Source: an optimization exercise on an open RTL-to-GDS flow (aim: small area, a short achievable clock period and few clock cycles). Production flows keep margins and buffers that such runs may drop. No functional check of the RTL was part of any run shown here. No activity file was given, so power comes from the tool's default toggle rates.

<file path="flow/config.mk">
export PLATFORM = sky130hd
export DESIGN_NAME = systol_new1
export DESIGN_NICKNAME = systol_new1
export VERILOG_FILES = /design/flow/design.v
export SDC_FILE = /design/flow/constraint.sdc
export NUM_CORES = 4
export LEC_CHECK = 0
export CAP_MARGIN = 20
export CORE_MARGIN = 2
export CORE_UTILIZATION = 40
export SLEW_MARGIN = 20
</file>
<file path="flow/run.sh">
#!/bin/bash
# synth_recipe.tcl (not shown) runs the flow's synth.tcl, then flattens the netlist and writes it again
# the make line also repeats each setting of config.mk as NAME=value (left out here)
make -C /OpenROAD-flow-scripts/flow DESIGN_CONFIG=/design/flow/config.mk WORK_HOME=/design/flow/orfs CLKGATE_MAP_FILE= SYNTH_SCRIPT=/design/flow/synth_recipe.tcl finish
</file>
<file path="flow/design.v">
`timescale 1ns / 1ns
module systol_new1(read_select, result, finish, start, read_data, clk, rst, we, ws);
input start, clk, rst;
input [7:0] read_data;
output reg [13:0] read_select;
output [7:0] result;
output finish;
output we;
output [13:0] ws;
localparam IDLE = 2'd0, CONV = 2'd1, BORD = 2'd2, DRAIN = 2'd3;
reg [1:0] state;
reg [13:0] base;                  
reg [5:0] pr, pc;                 
reg [1:0] dr, dc;                 
reg [5:0] br, bc;                 
reg [13:0] baddr;                 
reg v0, b0, last0;
reg [1:0] dr0, dc0;
reg [13:0] pa0;
reg v1, b1, last1;
reg [1:0] dr1, dc1;
reg [13:0] pa1, a1;
reg [7:0] d1, d2, d3;
reg cd;
reg [1:0] cdc;
reg [13:0] pa2;
reg [7:0] bd;
reg bw, blast2;
reg [13:0] ba2;
reg [7:0] w1, w2, w3, w4, w5, w6, w7, w8, w9;
reg [13:0] result_1;
reg [7:0] result_r;
reg [13:0] ws_r;
reg we_r, finish_r;
wire [13:0] l = base + {12'd0, dc};
wire [13:0] j = l + 14'd50;
wire [13:0] k = l + 14'd100;
always @(posedge clk)
begin
	if (rst)
	begin
		state <= IDLE;
		read_select <= 0;
		v0 <= 0;
		b0 <= 0;
		last0 <= 0;
		base <= 0;
		pr <= 1;
		pc <= 1;
		dr <= 0;
		dc <= 0;
		br <= 0;
		bc <= 0;
		baddr <= 0;
	end
	else
	begin
		v0 <= 0;
		b0 <= 0;
		last0 <= 0;
		case (state)
		IDLE:
			if (start)
			begin
				state <= CONV;
				base <= 0;
				pr <= 1;
				pc <= 1;
				dr <= 0;
				dc <= 0;
				br <= 0;
				bc <= 0;
				baddr <= 0;
			end
		CONV:
		begin
			read_select <= (dr == 2'd0) ? l : (dr == 2'd1) ? j : k;
			v0 <= 1;
			dr0 <= dr;
			dc0 <= dc;
			pa0 <= base + 14'd51;
			if (dr == 2'd2)
			begin
				dr <= 0;
				if (dc == 2'd2)
				begin
					dc <= 0;
					if (pc == 6'd48)
					begin
						pc <= 1;
						base <= base + 14'd3;
						if (pr == 6'd48)
							state <= BORD;
						else
							pr <= pr + 1'b1;
					end
					else
					begin
						pc <= pc + 1'b1;
						base <= base + 1'b1;
					end
				end
				else
					dc <= dc + 1'b1;
			end
			else
				dr <= dr + 1'b1;
		end
		BORD:
		begin
			read_select <= baddr;
			v0 <= 1;
			b0 <= 1;
			if (br == 6'd0 || br == 6'd49)
			begin
				if (bc == 6'd49)
				begin
					bc <= 0;
					br <= br + 1'b1;
					baddr <= baddr + 1'b1;
					if (br == 6'd49)
					begin
						last0 <= 1;
						state <= DRAIN;
					end
				end
				else
				begin
					bc <= bc + 1'b1;
					baddr <= baddr + 1'b1;
				end
			end
			else if (bc == 6'd0)
			begin
				bc <= 6'd49;
				baddr <= baddr + 14'd49;
			end
			else
			begin
				bc <= 0;
				br <= br + 1'b1;
				baddr <= baddr + 1'b1;
			end
		end
		DRAIN:
			if (bw && blast2)
				state <= IDLE;
		endcase
	end
end
always @(posedge clk)
begin
	if (rst)
	begin
		v1 <= 0;
		b1 <= 0;
		last1 <= 0;
	end
	else
	begin
		v1 <= v0;
		b1 <= b0;
		last1 <= last0;
	end
	dr1 <= dr0;
	dc1 <= dc0;
	pa1 <= pa0;
	a1 <= read_select;
end
always @(posedge clk)
begin
	if (rst)
	begin
		cd <= 0;
		bw <= 0;
		blast2 <= 0;
	end
	else
	begin
		cd <= 0;
		bw <= 0;
		blast2 <= 0;
		if (v1 && b1)
		begin
			bd <= read_data;
			bw <= 1;
			ba2 <= a1;
			blast2 <= last1;
		end
		else if (v1)
		begin
			if (dr1 == 2'd0)
				d1 <= read_data;
			else if (dr1 == 2'd1)
				d2 <= read_data;
			else
			begin
				d3 <= read_data;
				cd <= 1;
				cdc <= dc1;
				pa2 <= pa1;
			end
		end
	end
end
wire [7:0] wa = (cdc == 2'd0) ? w1 : (cdc == 2'd1) ? w2 : w3;
wire [7:0] wb = (cdc == 2'd0) ? w4 : (cdc == 2'd1) ? w5 : w6;
wire [7:0] wc = (cdc == 2'd0) ? w7 : (cdc == 2'd1) ? w8 : w9;
wire [15:0] mac = ((cdc == 2'd0) ? 16'd0 : {2'd0, result_1}) + wa*d1 + wb*d2 + wc*d3;
always @(posedge clk)
begin
	if (rst)
	begin
		w1 <= 1;
		w2 <= 2;
		w3 <= 1;
		w4 <= 2;
		w5 <= 4;
		w6 <= 2;
		w7 <= 1;
		w8 <= 2;
		w9 <= 1;
		result_1 <= 0;
		we_r <= 0;
		finish_r <= 0;
	end
	else
	begin
		we_r <= 0;
		finish_r <= 0;
		if (bw)
		begin
			result_r <= bd;
			ws_r <= ba2;
			we_r <= 1;
			finish_r <= blast2;
		end
		else if (cd)
		begin
			result_1 <= mac[13:0];
			if (cdc == 2'd2)
			begin
				result_r <= mac[11:4];
				ws_r <= pa2;
				we_r <= 1;
			end
		end
	end
end
assign result = result_r;
assign ws = ws_r;
assign we = we_r;
assign finish = finish_r;
endmodule
</file>
<file path="flow/constraint.sdc">
create_clock -name core_clock -period 7.0 [get_ports {clk}]
set_input_delay 1.4000 -clock core_clock [delete_from_list [all_inputs] [get_ports {clk}]]
set_output_delay 1.4000 -clock core_clock [all_outputs]
set_load 0.01 [all_outputs]
</file>
==> impl_metrics.py, run 1 <==
metrics = {
    "setup_path": {
        "path_class": "register to register",
        "slowest_stage": "nand2b_1",
        "path_buf_inv": 2,
        "end_kind": "register",
        "crit_path_frequent_cell": "fa_1",
        "cp.arrival_ns": 5.65,
        "slowest_delay_ns": 0.54,
        "cp_cell_sequence": "nand2b_1 -> and2_1 -> fa_1 -> fa_1 -> fa_1 -> inv_1 -> fa_1 -> inv_1 -> ha_1 -> a21o_1 -> a21oi_1 -> nor2b_1 -> o21ai_0 -> a21oi_1 -> xor2_1 -> mux2_2",
        "crit_path_start_kind": "register",
        "crit_family": "adder cells",
        "cp_max_fo": 24,
        "cp.required_ns": 7.27,
    },
    "route": {
        "drt-vias-per-instance": 4.90,
        "routed_wl_um": 22600,
        "drc": 0,
        "firstDrtPassIters": 5,
        "drtAntennaViolNets": 0,
        "vias": 7300,
        "drt_iter0_drc": 478,
        "wl_per_cell_um": 15.1,
    },
    "logic_synthesis": {
        "syn_inst": 1050,
        "netlist_area_um2": 11100,
        "async_flop_share_pct": 0,
        "yosysSeqAreaShare_pct": 50.4,
        "synth-edff-count": 102,
        "synthDistinctLibCells": 60,
        "yosysWarnings": 1,
        "synthesis.nets": 1150,
        "yosys_register_bits": 229,
        "avgSynthCellArea_um2": 10.6,
        "ys.flop_type": "dfxtp_1",
    },
    "placed_design": {
        "globalplace.congestion": 0.778,
        "place_ws_ns": 1.59,
        "hpwlAfterDp_um": 16100,
        "io_buffers": 48,
    },
    "floorplan": {
        "dieArea_um2": 29200,
        "rows": 61,
        "core_um2": 27600,
        "start_util_pct": 40.4,
        "die_w_um": 171,
        "die_h_um": 171,
        "ios": 49,
    },
    "timing": {
        "clock_skew_ns": 0.0311,
        "fin_ws_ns": 1.61,
        "period_needed_ns": 5.39,
        "drv_slew": 0,
        "slew_headroom_pct": 40.7,
        "max_freq_mhz": 186,
        "tightest_slew_ns": 0.886,
        "finalHoldViolCount": 0,
        "setup_viol": 0,
        "min_period_over_period_pct": 77.0,
        "setup_tns_ns": 0,
        "rsz0062_at_grt": "no",
    },
    "cts": {
        "post_cts_buffers": 0,
        "clk_latency_ns": 0.54,
        "ctsRootBufferMaster": "clkbuf_16",
        "htree_levels": 1,
        "cts.path.max_buffers": 3,
        "cts.reportedPaths.clkPinSlew_ns": 0.06,
        "hold_buffers": 0,
        "numCtsBuffers": 25,
        "cts_tree": "done",
        "cts_sinks": 229,
        "cts_resized": 0,
    },
    "global_routing": {
        "grt_max_degree": 60,
        "grt_usage_pct": 16.1,
        "grt_pass1_vias": 7272,
        "grt_overflow": 0,
        "antenna_found_initial": 0,
        "grt_pass1_wl_um": 37600,
    },
    "finish": {
        "nets": 1193,
        "diodes": 0,
        "drive_above_1_share_pct": 7.37,
        "synthToLayoutAreaGrowth_pct": 15.8,
        "fillCellCount": 2599,
    },
    "pwr": {
        "p_leak_nw": 4.79,
        "peakVddDrop_mv": 0.176,
        "combPwrFrac_pct": 19.8,
        "internal_power_mw": 2.61,
        "switching_share_pct": 28.8,
        "p_sw_mw": 1.06,
        "clkPwrFrac_pct": 37.5,
        "p_per_area_nw_per_um2": 285,
        "p_seq_share_pct": 42.7,
    },
    "flow_run": {
        "cap_violations": 0,
    },
    "hold_path": {
        "holdCritPathClass": "register to register",
    },
    "outcome": {
        "status": "no timing/DRC/antenna violations",
    },
}
metrics by stage:
stage | instance area [um2] | utilization, % | hold WS, ns | power [mW] | cells
global route | 12900 | 46.8 | 0.334 | 3.86 | 1490
CTS | 12900 | 46.8 | 0.321 | 3.71 | 1490
finish | 12900 | 46.8 | 0.321 | 3.67 | 1490
global placement | 12000 | 43.6 | 0.325 | 2.31 | 1444
detailed placement | 12000 | 43.6 | 0.327 | 2.32 | 1444
floorplan | 11100 | - | 0.323 | 2.12 | 1050
Yosys cell counts (3+ instances only):
master | instances | share of area (%)
nand3b_1 | 5 | 0.34
nor2b_1 | 14 | 0.79
nor3_1 | 14 | 0.63
fa_1 | 40 | 7.2
a22oi_1 | 3 | 0.20
edfxtp_1 | 102 | 28
buf_1 | 6 | 0.20
nor3b_1 | 10 | 0.67
dfxtp_1 | 127 | 23
o21ai_0 | 47 | 2.1
a21o_1 | 5 | 0.34
mux2i_1 | 10 | 0.90
a21oi_1 | 44 | 2.0
or2_2 | 4 | 0.22
xnor2_1 | 35 | 2.8
nor4b_1 | 3 | 0.24
o21a_1 | 4 | 0.27
o21ai_1 | 13 | 0.58
inv_1 | 74 | 2.5
nand2_1 | 92 | 3.1
clkbuf_1 | 35 | 1.2
ha_1 | 49 | 5.5
and4_1 | 3 | 0.24
nor2_1 | 90 | 3.0
or3_1 | 5 | 0.28
nand3_1 | 23 | 1.0
and2_1 | 46 | 2.6
nand2b_1 | 19 | 1.1
xor2_1 | 34 | 2.7
nand4_1 | 15 | 0.84
a31oi_1 | 11 | 0.62
a211oi_1 | 6 | 0.40
o211ai_1 | 4 | 0.27
mux2_2 | 17 | 1.7
and3_1 | 8 | 0.45
path summary, 6_finish.rpt:
path	start	to	slack, ns	cells past startpoint
setup reg to reg	cdc[1]	result_r[5]	1.61	16
hold / removal	pa0[3]	pa1[3]	0.32	0
setup / recovery	cdc[1]	result_r[5]	1.61	16
hold reg to reg	pa0[3]	pa1[3]	0.32	0
power by group through the flow:
| stage | registers [mW] | logic, mW | clock network (mW) |
|---|---|---|---|
| global route | 1.58 | 0.831 | 1.46 |
| finish | 1.56 | 0.725 | 1.38 |
| global placement | 1.59 | 0.720 | 0 |
| detailed placement | 1.59 | 0.728 | 0 |
| CTS | 1.57 | 0.733 | 1.41 |
| floorplan | 1.57 | 0.546 | 0 |
layer usage:
layer  vias to the layer above  wire length (um)  track usage, %
met5                         -                 0               0
met4                         0               464            4.20
met3                        35               904            2.50
met2                       106             10600            27.1
met1                      3498             10600            21.6
li1                       3661                 -               -
final cells by class:
class                      instances  area, um2  area share [%]
sequential                       229       5610            43.5
inverter                          75        282            2.19
multi-input combinational        703       5100            39.6
tap                              378        473            3.67
clock inverter                    16        199            1.54
clock buffer                      30        666            5.17
timing repair buffer              59        558            4.33
kinds of logic after synthesis:
| group | synth area share [%] |
|---|---|
| muxes | 2.72 |
| xor gates and xnor gates | 5.43 |
| DFF | 50.4 |
| buffers and inverters | 4.00 |
| adders and majority gates | 12.7 |
| and+or+nand+nor | 16.2 |
| AOI/OAI and AO/OA | 8.58 |
cells in the final DEF (no fill, tap or decap), types with 6 or more instances in the layout:
cell	Yosys	final
clkdlybuf4s50_1	0	47
nor3_1	14	14
mux2_2	17	17
clkbuf_16	0	26
edfxtp_1	102	102
o21ai_1	13	13
and2_1	46	46
mux2i_1	10	10
a31oi_1	11	11
a21oi_1	44	44
inv_1	74	74
nand2b_1	19	19
nand4_1	15	15
buf_4	0	11
xor2_1	34	34
dfxtp_1	127	127
nand3_1	23	23
ha_1	49	49
and3_1	8	8
nor2b_1	14	14
xnor2_1	35	35
o21ai_0	47	47
fa_1	40	40
a211oi_1	6	6
nand2_1	92	92
nor2_1	90	88
nor3b_1	10	9
==> inputs of run 2 (changes only) <==
==> flow/design.v (replaced) <==
`timescale 1ns / 1ns
module systol_new1(read_select, result, finish, start, read_data, clk, rst, we, ws);
input start, clk, rst;
input [7:0] read_data;
output reg [13:0] read_select;
output [7:0] result;
output finish;
output we;
output [13:0] ws;
localparam H  = 4;                
localparam D  = H + 2;            
localparam NS = 48 / H;           
localparam L  = 2 * D + 1;        
reg busy;
reg [2:0] k;                      
reg [5:0] c;                      
reg [3:0] s;                      
reg [7:0] sr [0:L-1];
reg [9:0] h0, h1, h2;
reg [7:0] result_r;
reg [13:0] ws_r;
reg we_r, finish_r;
wire last_k = (k == D - 1);
wire last_s = (s == NS - 1);
wire xstrip  = last_k && (c == 6'd49) && !last_s;
wire fin   = busy && (k == 3'd2) && (c == 6'd51);
always @(posedge clk)
begin
	if (rst)
	begin
		busy <= 0;
		k <= 0;
		c <= 0;
		s <= 0;
		read_select <= 0;
	end
	else if (fin)
	begin
		busy <= 0;
		k <= 0;
		c <= 0;
		s <= 0;
		read_select <= 0;
	end
	else if (busy || start)
	begin
		busy <= 1;
		if (last_k)
		begin
			k <= 0;
			if (xstrip)
			begin
				c <= 0;
				s <= s + 1'b1;
				read_select <= read_select - 14'd99;
			end
			else
			begin
				c <= c + 1'b1;
				read_select <= read_select - 14'd50 * (D - 1) + 14'd1;
			end
		end
		else
		begin
			k <= k + 1'b1;
			read_select <= read_select + 14'd50;
		end
	end
end
integer i;
always @(posedge clk)
begin
	sr[0] <= read_data;
	for (i = 1; i < L; i = i + 1)
		sr[i] <= sr[i-1];
	h0 <= {2'd0, sr[0]} + {1'b0, sr[D], 1'b0} + {2'd0, sr[2*D]};
	h1 <= h0;
	h2 <= h1;
end
wire [11:0] vsum = {2'd0, h2} + {1'b0, h1, 1'b0} + {2'd0, h0};
wire same_col = (k >= 3'd5);
wire c0 = (c == 6'd0);
wire c1 = (c == 6'd1);
wire c2 = (c == 6'd2);
wire s0 = (s == 4'd0);
wire cx0  = same_col ? c0 : c1;
wire cx1  = same_col ? c1 : c2;
wire cx50 = same_col ? (c == 6'd50) : (c == 6'd51);
wire copy = cx0 | cx1 | cx50;
wire slot_a = (k == 3'd3);
wire slot_b = (k == 3'd4);
wire wr_a = slot_a && s0 && (c <= 6'd49);
wire wr_b = slot_b && last_s && !c0 && (c <= 6'd50);
wire wr_i = !slot_a && !slot_b && (same_col ? !(c0 && s0) : !(s0 && (c0 || c1)));
reg [13:0] off;
always @*
begin
	if (slot_a)
		off = -14'd150;
	else if (slot_b)
		off = 14'd50 * (D - 5) - 14'd1;
	else if (same_col)
		off = cx0 ? -14'd201 + 14'd50 - 14'd50 * H : -14'd201;
	else if (c0)
		off = -14'd52;
	else
		off = cx0 ? 14'd50 * (D - 4) - 14'd2 + 14'd50 - 14'd50 * H : 14'd50 * (D - 4) - 14'd2;
end
always @(posedge clk)
begin
	if (rst)
	begin
		we_r <= 0;
		finish_r <= 0;
	end
	else
	begin
		we_r <= busy && (wr_a || wr_b || wr_i);
		finish_r <= fin;
	end
	ws_r <= read_select + off;
	if (slot_a)
		result_r <= sr[1];
	else if (slot_b)
		result_r <= sr[3];
	else if (copy)
		result_r <= sr[D+2];
	else
		result_r <= vsum[11:4];
end
assign result = result_r;
assign ws = ws_r;
assign we = we_r;
assign finish = finish_r;
endmodule
==> run 2 against run 1 <==
- combinational power up 54%
- setup slack better by 2.2 ns
- maximum frequency grew 66%
- hold slack better by 0.00093 ns
- synthesized area down 38%
- critical path depth fell by 7
- count of clock-buffer cells in the layout shrank 12
- power is 7.5% lower
- design area shrank 36%
- critical path type unchanged
- largest cell class unchanged
- largest power group unchanged
==> impl_metrics.py, run 2 <==
metrics = {
    "logic_synthesis": {
        "yosysWarnings": 2,
        "avgSynthCellArea_um2": 10.9,
        "yosysSeqAreaShare_pct": 53.7,
        "yosys_register_bits": 186,
        "synthesis.nets": 713,
        "ys.flop_type": "dfxtp_1",
        "netlist_area_um2": 6940,
        "async_flop_share_pct": 0,
        "synth-edff-count": 0,
        "synth_top_area_share_pct": 53.7,
        "syn_inst": 639,
        "synthDistinctLibCells": 63,
        "yosysMostFrequentCell": "dfxtp_1",
        "synth.area.top_cells": "dfxtp_1 54%, ha_1 8.1%, fa_1 5.2%",
        "yosysTopAreaCell": "dfxtp_1",
        "ys_top_cells_by_count": "186 x dfxtp_1, 58 x nor2_1, 45 x ha_1",
    },
    "flow_run": {
        "cap_violations": 0,
    },
    "cts": {
        "cts_resized": 0,
        "hold_buffers": 0,
        "cts.path.max_buffers": 2,
        "clk_latency_ns": 0.43,
        "post_cts_buffers": 0,
        "numCtsBuffers": 17,
        "cts_tree": "done",
        "ctsRootBufferMaster": "clkbuf_16",
        "cts_sinks": 186,
        "cts.reportedPaths.clkPinSlew_ns": 0.07,
        "htree_levels": 4,
    },
    "global_routing": {
        "grt_pass1_vias": 4710,
        "grt_usage_pct": 15.8,
        "antenna_found_initial": 0,
        "grt_max_degree": 24,
        "grt_pass1_wl_um": 22700,
        "grt_overflow": 0,
    },
    "setup_path": {
        "path_class": "register to register",
        "r2r-start": "k[0]",
        "cp_max_fo": 11,
        "r2r-end": "ws_r[12]",
        "ff2ff_path_depth": 9,
        "crit_path_start_kind": "register",
        "cp.arrival_ns": 3.56,
        "end_kind": "register",
        "cp.required_ns": 7.32,
        "r2r_slack_ns": 3.76,
    },
    "floorplan": {
        "ios": 49,
        "dieArea_um2": 18400,
        "rows": 48,
        "core_um2": 17100,
        "die_w_um": 136,
        "die_h_um": 136,
        "start_util_pct": 40.5,
    },
    "finish": {
        "largest-register": "sr",
        "final_common_cell": "dfxtp_1",
        "final_cell_mix": "186 x dfxtp_1, 58 x nor2_1, 48 x clkdlybuf4s50_1",
        "multi_input_area_um2": 3030,
        "seqCellArea_um2": 3720,
        "largest_reg_flops": 104,
        "diodes": 0,
        "postLayoutCellArea_um2": 8210,
        "drive_above_1_share_pct": 6.55,
        "synthToLayoutAreaGrowth_pct": 18.4,
        "reg_top3": "sr (104), read_select (14), ws_r (14)",
        "layout.cells.non_filler": 927,
        "fillCellCount": 1558,
        "nets": 764,
    },
    "timing": {
        "slew_headroom_pct": 34.4,
        "rsz0062_at_grt": "no",
        "period_needed_ns": 3.24,
        "setup_tns_ns": 0,
        "min_period_over_period_pct": 46.2,
        "tightest_slew_ns": 0.981,
        "drv_slew": 0,
        "finalHoldViolCount": 0,
        "setup_viol": 0,
        "clock_skew_ns": 0.00783,
        "max_freq_mhz": 309,
    },
    "placed_design": {
        "io_buffers": 48,
        "hpwlAfterDp_um": 9830,
        "place_inst": 896,
        "globalplace.congestion": 0.860,
        "dpl-instance-area_um2": 7620,
    },
    "hold_path": {
        "hold_end": "sr[10][7]",
        "holdCritPathClass": "register to register",
        "min_from": "sr[9][7]",
        "whs_path_depth": 0,
    },
    "pwr": {
        "p_sw_mw": 1.08,
        "p_leak_nw": 3.38,
        "p_per_area_nw_per_um2": 413,
        "switching_share_pct": 31.7,
        "peakVddDrop_mv": 0.213,
        "combPwrFrac_pct": 33.0,
        "internal_power_mw": 2.31,
        "p_seq_share_pct": 38.8,
        "clkPwrFrac_pct": 28.2,
    },
    "route": {
        "drt_iter0_drc": 220,
        "vias": 4631,
        "wl_per_cell_um": 14.6,
        "drt-vias-per-instance": 5.00,
        "routed_wl_um": 13500,
        "drtAntennaViolNets": 0,
        "firstDrtPassIters": 4,
        "drc": 0,
    },
    "outcome": {
        "status": "no timing/DRC/antenna violations",
    },
}
run 2: cell types whose count changed in the layout (fill, tap and decap cells not counted), moves of 19 or more:
| cell | previous run | this run |
|---|---|---|
| edfxtp_1 | 102 | 0 |
| dfxtp_1 | 127 | 186 |
| nand2_1 | 92 | 34 |
| inv_1 | 74 | 26 |
| and2_1 | 46 | 1 |
| nor2_1 | 88 | 58 |
| fa_1 | 40 | 18 |
| o21ai_0 | 47 | 28 |
run 2: layout make-up:
| type | count | area share, % |
|---|---|---|
| clock buffer | 18 | 5.23 |
| clock inverter | 13 | 1.98 |
| inverter | 26 | 1.19 |
| multi-input combinational | 410 | 36.9 |
| sequential | 186 | 45.3 |
| tap | 225 | 3.43 |
| timing repair buffer | 49 | 5.94 |
run 2: cells by family (layout without fill, tap and decap cells):
logic type / count (synthesis) / count (layout) / share of synthesized area, %
flops: 186 / 186 / 53.7
simple gates: 173 / 173 / 12.6
compound gates: 125 / 125 / 11.5
fa+ha+maj: 63 / 63 / 13.3
buf+inv: 43 / 106 / 2.62
xor+xnor: 41 / 41 / 5.18
mux: 8 / 8 / 1.17
run 2: power by group through the flow:
stage / Sequential (mW) / Clock (mW) / Combinational, mW
3_5_place_dp: 1.34 / 0 / 1.12
3_3_place_gp: 1.34 / 0 / 1.11
4_1_cts: 1.32 / 0.982 / 1.14
6_report: 1.31 / 0.958 / 1.12
2_1_floorplan: 1.34 / 0 / 0.752
5_1_grt: 1.34 / 1.02 / 1.25
run 2: through the flow:
stage | worst slack (ns) | hold slack (ns) | power [mW] | utilization (%)
after floorplan | 4.28 | 0.310 | 2.10 | -
after global placement | 3.53 | 0.310 | 2.45 | 44.5
after detailed placement | 3.48 | 0.312 | 2.46 | 44.5
after CTS | 3.74 | 0.322 | 3.44 | 48.0
after global routing | 3.51 | 0.322 | 3.61 | 48.0
final | 3.76 | 0.322 | 3.39 | 48.0
run 2: worst max path at each step:
stage | slack, ns | cells after the start | to | from
2_1_floorplan | 4.28 | 13 | ws_r[12] | k[2]
3_3_place_gp | 3.53 | 6 | read_select[5] | start
3_5_place_dp | 3.48 | 6 | read_select[5] | start
4_1_cts | 3.74 | 9 | ws_r[12] | k[0]
5_1_grt | 3.51 | 13 | ws_r[10] | k[2]
6_report | 3.76 | 9 | ws_r[12] | k[0]
run 2: per-layer routing:
layer / vias up / routed length, um / global-route usage (%)
li1: 2327 / - / -
met1: 2202 / 6310 / 20.0
met2: 72 / 6420 / 25.4
met3: 30 / 460 / 3.89
met4: 0 / 311 / 7.52
met5: - / 0 / 0
run 2: worst max-delay path, cell delays in order, from the launching register on:
cell and delay, ns:
dfxtp_1 0.38, or2_2 0.35, nor2_1 0.75, a21oi_1 0.07
or2_2 0.38, ha_1 0.34, o21ai_0 0.31, nor2_1 0.09
a211o_1 0.31, xor2_1 0.14
==> inputs of run 3 (changes only) <==
--- a/flow/config.mk
+++ b/flow/config.mk
@@ -9,3 +9,4 @@
 export CORE_MARGIN = 2
 export CORE_UTILIZATION = 40
+export CTS_BUF_LIST = sky130_fd_sc_hd__clkbuf_4 sky130_fd_sc_hd__clkbuf_8
 export SLEW_MARGIN = 20
==> run 3 against run 2 <==
- synthesized cell count stayed put
- clock skew rose by 0.0027 ns
- sequential share of layout area up 1.1 points
- cell count is the same
- power down 6.9%
- die area unchanged
==> impl_metrics.py, run 3 <==
metrics = {
    "outcome": {
        "status": "no timing/DRC/antenna violations",
    },
    "cts": {
        "ctsRootBufferMaster": "clkbuf_8",
        "htree_levels": 4,
        "clk_latency_ns": 0.46,
        "cts_resized": 0,
        "hold_buffers": 0,
        "numCtsBuffers": 17,
        "post_cts_buffers": 0,
        "cts.reportedPaths.clkPinSlew_ns": 0.09,
        "cts.path.max_buffers": 2,
        "cts_tree": "done",
        "cts_sinks": 186,
    },
    "pwr": {
        "p_seq_share_pct": 41.6,
        "p_sw_mw": 1.05,
        "switching_share_pct": 33.2,
        "clkPwrFrac_pct": 23.0,
        "internal_power_mw": 2.11,
        "combPwrFrac_pct": 35.4,
        "peakVddDrop_mv": 0.166,
        "p_per_area_nw_per_um2": 393,
        "p_leak_nw": 3.29,
    },
    "route": {
        "wl_per_cell_um": 14.5,
        "routed_wl_um": 13400,
        "firstDrtPassIters": 4,
        "vias": 4610,
        "drtAntennaViolNets": 0,
        "drt_iter0_drc": 255,
        "drc": 0,
        "drt-vias-per-instance": 4.97,
    },
    "logic_synthesis": {
        "syn_inst": 639,
        "yosys_register_bits": 186,
        "yosysMostFrequentCell": "dfxtp_1",
        "synth_top_area_share_pct": 53.7,
        "synth.area.top_cells": "dfxtp_1 54%, ha_1 8.1%, fa_1 5.2%",
        "yosysWarnings": 2,
        "netlist_area_um2": 6940,
        "synth-edff-count": 0,
        "avgSynthCellArea_um2": 10.9,
        "ys_top_cells_by_count": "186 x dfxtp_1, 58 x nor2_1, 45 x ha_1",
        "async_flop_share_pct": 0,
        "ys.flop_type": "dfxtp_1",
        "yosysSeqAreaShare_pct": 53.7,
        "synthDistinctLibCells": 63,
        "yosysTopAreaCell": "dfxtp_1",
        "synthesis.nets": 713,
    },
    "global_routing": {
        "grt_max_degree": 24,
        "grt_pass1_wl_um": 22700,
        "grt_usage_pct": 15.8,
        "antenna_found_initial": 0,
        "grt_pass1_vias": 4699,
        "grt_overflow": 0,
    },
    "floorplan": {
        "die_w_um": 136,
        "core_um2": 17100,
        "rows": 48,
        "start_util_pct": 40.5,
        "ios": 49,
        "die_h_um": 136,
        "dieArea_um2": 18400,
    },
    "timing": {
        "tightest_slew_ns": 0.981,
        "rsz0062_at_grt": "no",
        "drv_slew": 0,
        "slew_headroom_pct": 34.3,
        "max_freq_mhz": 306,
        "setup_tns_ns": 0,
        "min_period_over_period_pct": 46.7,
        "period_needed_ns": 3.27,
        "setup_viol": 0,
        "clock_skew_ns": 0.0105,
        "finalHoldViolCount": 0,
    },
    "setup_path": {
        "path_class": "register to register",
        "cp.required_ns": 7.36,
        "cp_cell_sequence": "or2_2 -> nor2_1 -> a21oi_1 -> or2_2 -> ha_1 -> o21ai_0 -> nor2_1 -> a211o_1 -> xor2_1",
        "end_kind": "register",
        "slowest_delay_ns": 0.75,
        "crit_path_start_kind": "register",
        "path_buf_inv": 0,
        "crit_family": "simple AND/OR/NAND/NOR gates",
        "cp_max_fo": 11,
        "slowest_stage": "nor2_1",
        "cp.arrival_ns": 3.63,
    },
    "finish": {
        "diodes": 0,
        "final_common_cell": "dfxtp_1",
        "drive_above_1_share_pct": 6.70,
        "nets": 764,
        "layout.cells.non_filler": 927,
        "fillCellCount": 1572,
        "synthToLayoutAreaGrowth_pct": 15.7,
        "reg_top3": "sr (104), read_select (14), ws_r (14)",
        "largest-register": "sr",
        "final_cell_mix": "186 x dfxtp_1, 58 x nor2_1, 48 x clkdlybuf4s50_1",
        "largest_reg_flops": 104,
    },
    "flow_run": {
        "cap_violations": 0,
    },
    "placed_design": {
        "globalplace.congestion": 0.860,
        "io_buffers": 48,
        "place_inst": 896,
        "hpwlAfterDp_um": 9830,
    },
    "hold_path": {
        "holdCritPathClass": "register to register",
    },
}
==> run 3: cell counts after synthesis <==
No cell type changed its count.
==> run 3: final timing paths <==
| kind | endpoint | depth (start not counted) | slack (ns) | from |
|---|---|---|---|---|
| worst max register to register | ws_r[12] | 9 | 3.73 | k[0] |
| worst min register to register | sr[8][6] | 0 | 0.32 | sr[7][6] |
| worst max-delay path | ws_r[12] | 9 | 3.73 | k[0] |
| worst min-delay path | sr[8][6] | 0 | 0.32 | sr[7][6] |
==> run 3: power by group through the flow <==
stage | sequential (mW) | combinational, mW | clock [mW]
final | 1.31 | 1.12 | 0.725
after global routing | 1.34 | 1.25 | 0.790
after CTS | 1.32 | 1.14 | 0.745
after detailed placement | 1.34 | 1.12 | 0
after global placement | 1.34 | 1.11 | 0
after floorplan | 1.34 | 0.752 | 0
==> run 3: worst reg2reg max path, delay by kind of cell (launching register included) <==
family	cells	cell delay (ns)
AOI/OAI and AO/OA	3	0.72
and+or+nand+nor	4	1.59
xor gates and xnor gates	1	0.14
DFF	1	0.39
adders and majority gates	1	0.34
==> run 3: logic make-up (layout without fill, tap and decap cells) <==
logic type / after synthesis / after routing / synth area share (%)
muxes: 8 / 8 / 1.17
adders and majority gates: 63 / 63 / 13.3
buffers and inverters: 43 / 106 / 2.62
and+or+nand+nor: 173 / 173 / 12.6
DFF: 186 / 186 / 53.7
AOI/OAI and AO/OA: 125 / 125 / 11.5
xor gates and xnor gates: 41 / 41 / 5.18
==> run 3: final cells by class <==
type | count | area (um2) | share of cell area, %
Timing Repair Buffer | 49 | 488 | 6.08
Sequential cell | 186 | 3720 | 46.4
Inverter | 26 | 97.6 | 1.22
Tap cell | 225 | 282 | 3.51
Multi-Input combinational cell | 410 | 3030 | 37.8
Clock inverter | 13 | 163 | 2.03
Clock buffer | 18 | 241 | 3.01
==> run 3: routing by layer <==
layer / up-vias / wire length (um) / GRT usage [%]
met1: 2178 / 6290 / 20.1
met4: 0 / 250 / 6.60
li1: 2325 / - / -
met3: 28 / 482 / 4.60
met5: - / 0 / 0
met2: 79 / 6400 / 25.1
==> run 3: through the flow <==
| step | hold slack, ns | area (um2) | power (mW) | setup slack [ns] | util (%) |
|---|---|---|---|---|---|
| 3_3_place_gp | 0.310 | 7620 | 2.45 | 3.53 | 44.5 |
| 4_1_cts | 0.325 | 8030 | 3.20 | 3.70 | 46.9 |
| 6_report | 0.324 | 8030 | 3.16 | 3.73 | 46.9 |
| 2_1_floorplan | 0.310 | 6940 | 2.10 | 4.28 | - |
| 5_1_grt | 0.324 | 8030 | 3.38 | 3.50 | 46.9 |
| 3_5_place_dp | 0.312 | 7620 | 2.46 | 3.48 | 44.5 |
==> inputs of run 4 (changes only) <==
--- a/flow/config.mk
+++ b/flow/config.mk
@@ -10,3 +10,4 @@
 export CORE_UTILIZATION = 40
 export CTS_BUF_LIST = sky130_fd_sc_hd__clkbuf_4 sky130_fd_sc_hd__clkbuf_8
+export SETUP_SLACK_MARGIN = 4.3
 export SLEW_MARGIN = 20
==> run 4 against run 3 <==
- maximum frequency is 23% higher
- largest cell class unchanged
- synthesized cell count stayed put
- critical endpoint unchanged
- via count is 3.1% higher
- critical path type unchanged
- sequential power hardly changed
==> impl_metrics.py, run 4 <==
metrics = {
    "outcome": {
        "status": "no timing/DRC/antenna violations",
    },
    "logic_synthesis": {
        "yosys_register_bits": 186,
        "yosysTopAreaCell": "dfxtp_1",
        "synthDistinctLibCells": 63,
        "avgSynthCellArea_um2": 10.9,
        "netlist_area_um2": 6940,
        "synth.area.top_cells": "dfxtp_1 54%, ha_1 8.1%, fa_1 5.2%",
        "ys.flop_type": "dfxtp_1",
        "yosysMostFrequentCell": "dfxtp_1",
        "synth_top_area_share_pct": 53.7,
        "synth-edff-count": 0,
        "yosysSeqAreaShare_pct": 53.7,
        "synthesis.nets": 713,
        "async_flop_share_pct": 0,
        "syn_inst": 639,
        "ys_top_cells_by_count": "186 x dfxtp_1, 58 x nor2_1, 45 x ha_1",
        "yosysWarnings": 2,
    },
    "global_routing": {
        "antenna_found_initial": 0,
        "grt_max_degree": 24,
        "grt_overflow": 0,
        "grt_pass1_wl_um": 22700,
        "grt_pass1_vias": 4713,
        "grt_usage_pct": 15.9,
    },
    "setup_path": {
        "cp_max_fo": 12,
        "path_class": "register to register",
        "crit_path_start_kind": "register",
        "r2r-end": "ws_r[12]",
        "cp.required_ns": 7.36,
        "cp.arrival_ns": 3.02,
        "r2r-start": "k[0]",
        "end_kind": "register",
        "slowest_delay_ns": 0.37,
        "cp_cell_sequence": "or2_2 -> or2_4 -> a21o_1 -> inv_1 -> fa_2 -> nor2b_2 -> o31a_1 -> nor3_2 -> o21ai_2 -> a211o_1 -> xor2_1",
        "r2r_slack_ns": 4.34,
        "slowest_stage": "dfxtp_2",
        "ff2ff_path_depth": 11,
        "startpoint": "k[0]",
    },
    "cts": {
        "clk_latency_ns": 0.47,
        "cts_tree": "done",
        "ctsRootBufferMaster": "clkbuf_8",
        "htree_levels": 4,
        "cts.reportedPaths.clkPinSlew_ns": 0.10,
        "hold_buffers": 0,
        "cts_sinks": 186,
        "cts.path.max_buffers": 2,
        "numCtsBuffers": 17,
    },
    "hold_path": {
        "whs_path_depth": 0,
        "hold_end": "sr[6][2]",
        "holdCritPathClass": "register to register",
        "min_from": "sr[5][2]",
    },
    "route": {
        "routed_wl_um": 14100,
        "drtAntennaViolNets": 0,
        "drt_iter0_drc": 227,
        "firstDrtPassIters": 5,
        "wl_per_cell_um": 14.9,
        "drc": 0,
        "drt-vias-per-instance": 5.04,
        "vias": 4752,
    },
    "placed_design": {
        "globalplace.congestion": 0.864,
        "place_ws_ns": 3.47,
        "io_buffers": 48,
        "place_inst": 896,
        "hpwlAfterDp_um": 9780,
    },
    "pwr": {
        "p_per_area_nw_per_um2": 381,
        "peakVddDrop_mv": 0.197,
        "p_leak_nw": 3.49,
    },
    "timing": {
        "drv_slew": 0,
        "slew_headroom_pct": 50.1,
        "setup_viol": 0,
        "rsz0062_at_grt": "yes",
        "clock_skew_ns": 0.0163,
        "max_freq_mhz": 376,
        "tightest_slew_ns": 0.748,
        "min_period_over_period_pct": 37.9,
        "fin_ws_ns": 4.34,
        "finalHoldViolCount": 0,
        "hold_ws_ns": 0.323,
        "setup_tns_ns": 0,
        "period_needed_ns": 2.66,
    },
    "finish": {
        "nets": 779,
        "diodes": 0,
        "drive_above_1_share_pct": 15.9,
        "layout.cells.non_filler": 943,
        "reg_top3": "sr (104), read_select (14), ws_r (14)",
        "largest-register": "sr",
        "synthToLayoutAreaGrowth_pct": 19.9,
        "largest_reg_flops": 104,
        "final_util_pct": 48.6,
        "final_cell_mix": "163 x dfxtp_1, 53 x nor2_1, 39 x ha_1",
        "final_common_cell": "dfxtp_1",
        "fillCellCount": 1529,
    },
    "floorplan": {
        "dieArea_um2": 18400,
        "die_h_um": 136,
        "start_util_pct": 40.5,
        "ios": 49,
        "core_um2": 17100,
        "die_w_um": 136,
        "rows": 48,
    },
    "flow_run": {
        "cap_violations": 0,
    },
}
==> run 4: logic make-up (layout without fill, tap and decap cells) <==
| logic type | count (synthesis) | after routing | share of synthesized area [%] |
|---|---|---|---|
| AO/OA/AOI/OAI | 125 | 125 | 11.5 |
| buffers and inverters | 43 | 122 | 2.62 |
| adder cells (fa/ha/maj) | 63 | 63 | 13.3 |
| flip-flops | 186 | 186 | 53.7 |
| XOR/XNOR | 41 | 41 | 5.18 |
| multiplexers | 8 | 8 | 1.17 |
| AND/OR/NAND/NOR | 173 | 173 | 12.6 |
==> run 4: per-stage QoR <==
stage               power [mW]  cell area [um2]
floorplan                 2.10             6950
global placement          2.45             7630
detailed placement        2.45             7630
CTS                       3.14             8180
global route              3.39             8320
finish                    3.17             8320
==> run 4: layout make-up <==
type / count / area [um2] / share of cell area (%)
clock buffers: 18 / 248 / 2.98
well taps: 225 / 282 / 3.38
clock inverters: 14 / 153 / 1.84
multi-input cells: 410 / 3190 / 38.4
repair buffers: 64 / 557 / 6.69
flip-flops and latches: 186 / 3790 / 45.5
inverters: 26 / 101 / 1.22
==> run 4: report_power, final <==
group	switching [mW]	leakage [nW]	internal [mW]	total (mW)
clock network	0.416	0.205	0.277	0.693
logic	0.617	1.72	0.547	1.16
registers	0.0826	1.57	1.23	1.31
==> run 4: worst max-delay path, delay by kind of cell (launching register included) <==
kind / cells / cell delay [ns]
compound gates: 4 / 0.83
xor+xnor: 1 / 0.14
fa+ha+maj: 1 / 0.24
buf+inv: 1 / 0.08
flops: 1 / 0.37
simple gates: 4 / 0.90
==> run 4: routing by layer <==
layer	routed length (um)	vias up	part of all wire (%)	track usage (%)
met1	6500	2281	46	20.1
li1	-	2354	-	-
met4	260	0	1.8	5.84
met2	6810	92	48	25.7
met3	519	25	3.7	4.94
met5	0	-	0	0
==> run 4: worst max-delay path by stage <==
stage                                 to  slack (ns)
after global placement    read_select[5]        3.54
final                           ws_r[12]        4.34
after CTS                       ws_r[12]        4.23
after detailed placement  read_select[5]        3.47
after floorplan                 ws_r[12]        4.31
after global routing            ws_r[12]        4.18
==> run 4: what timing repair did <==
| item | in CTS | in global routing |
|---|---|---|
| buffers inserted | 9 | 6 |
| gates resized for setup | 90 | 25 |
| pin swaps | 3 | 11 |
| cloned | 0 | 0 |
| setup endpoints to repair | 54 | 14 |

-- what the ideal ports hide --
Ports are ideal in the flow. The routed layouts listed here were re-timed in OpenROAD. Step 1, drivers: a clkbuf_16 drives clk and a buf_2 each remaining input, both assumed. Step 2 also shifts input and output timing later by t, the mid clock arrival at the registers, as if the neighbouring blocks saw the same clock. Slacks: no drivers / after step 1 / after step 2; pairs: no drivers / after step 1.
| run | t (ns) | setup WS [ns] | worst setup path at the end | clock arrival spread, ns |
|---|---|---|---|---|
| run 1 | 0.577 | 1.613 / 1.613 / 1.613 | register to register | 0.031 / 0.031 |
| run 2 | 0.469 | 3.764 / 3.764 / 3.449 | input to register | 0.012 / 0.012 |
| run 3 | 0.494 | 3.728 / 3.728 / 3.452 | input to register | 0.017 / 0.017 |
| run 4 | 0.502 | 4.344 / 4.344 / 3.893 | input to register | 0.018 / 0.018 |
After both steps setup and hold are still met in every run listed. For run 4, which loses most, drivers alone change the setup slack by 0.000 ns; drivers and shift together by -0.451 ns.
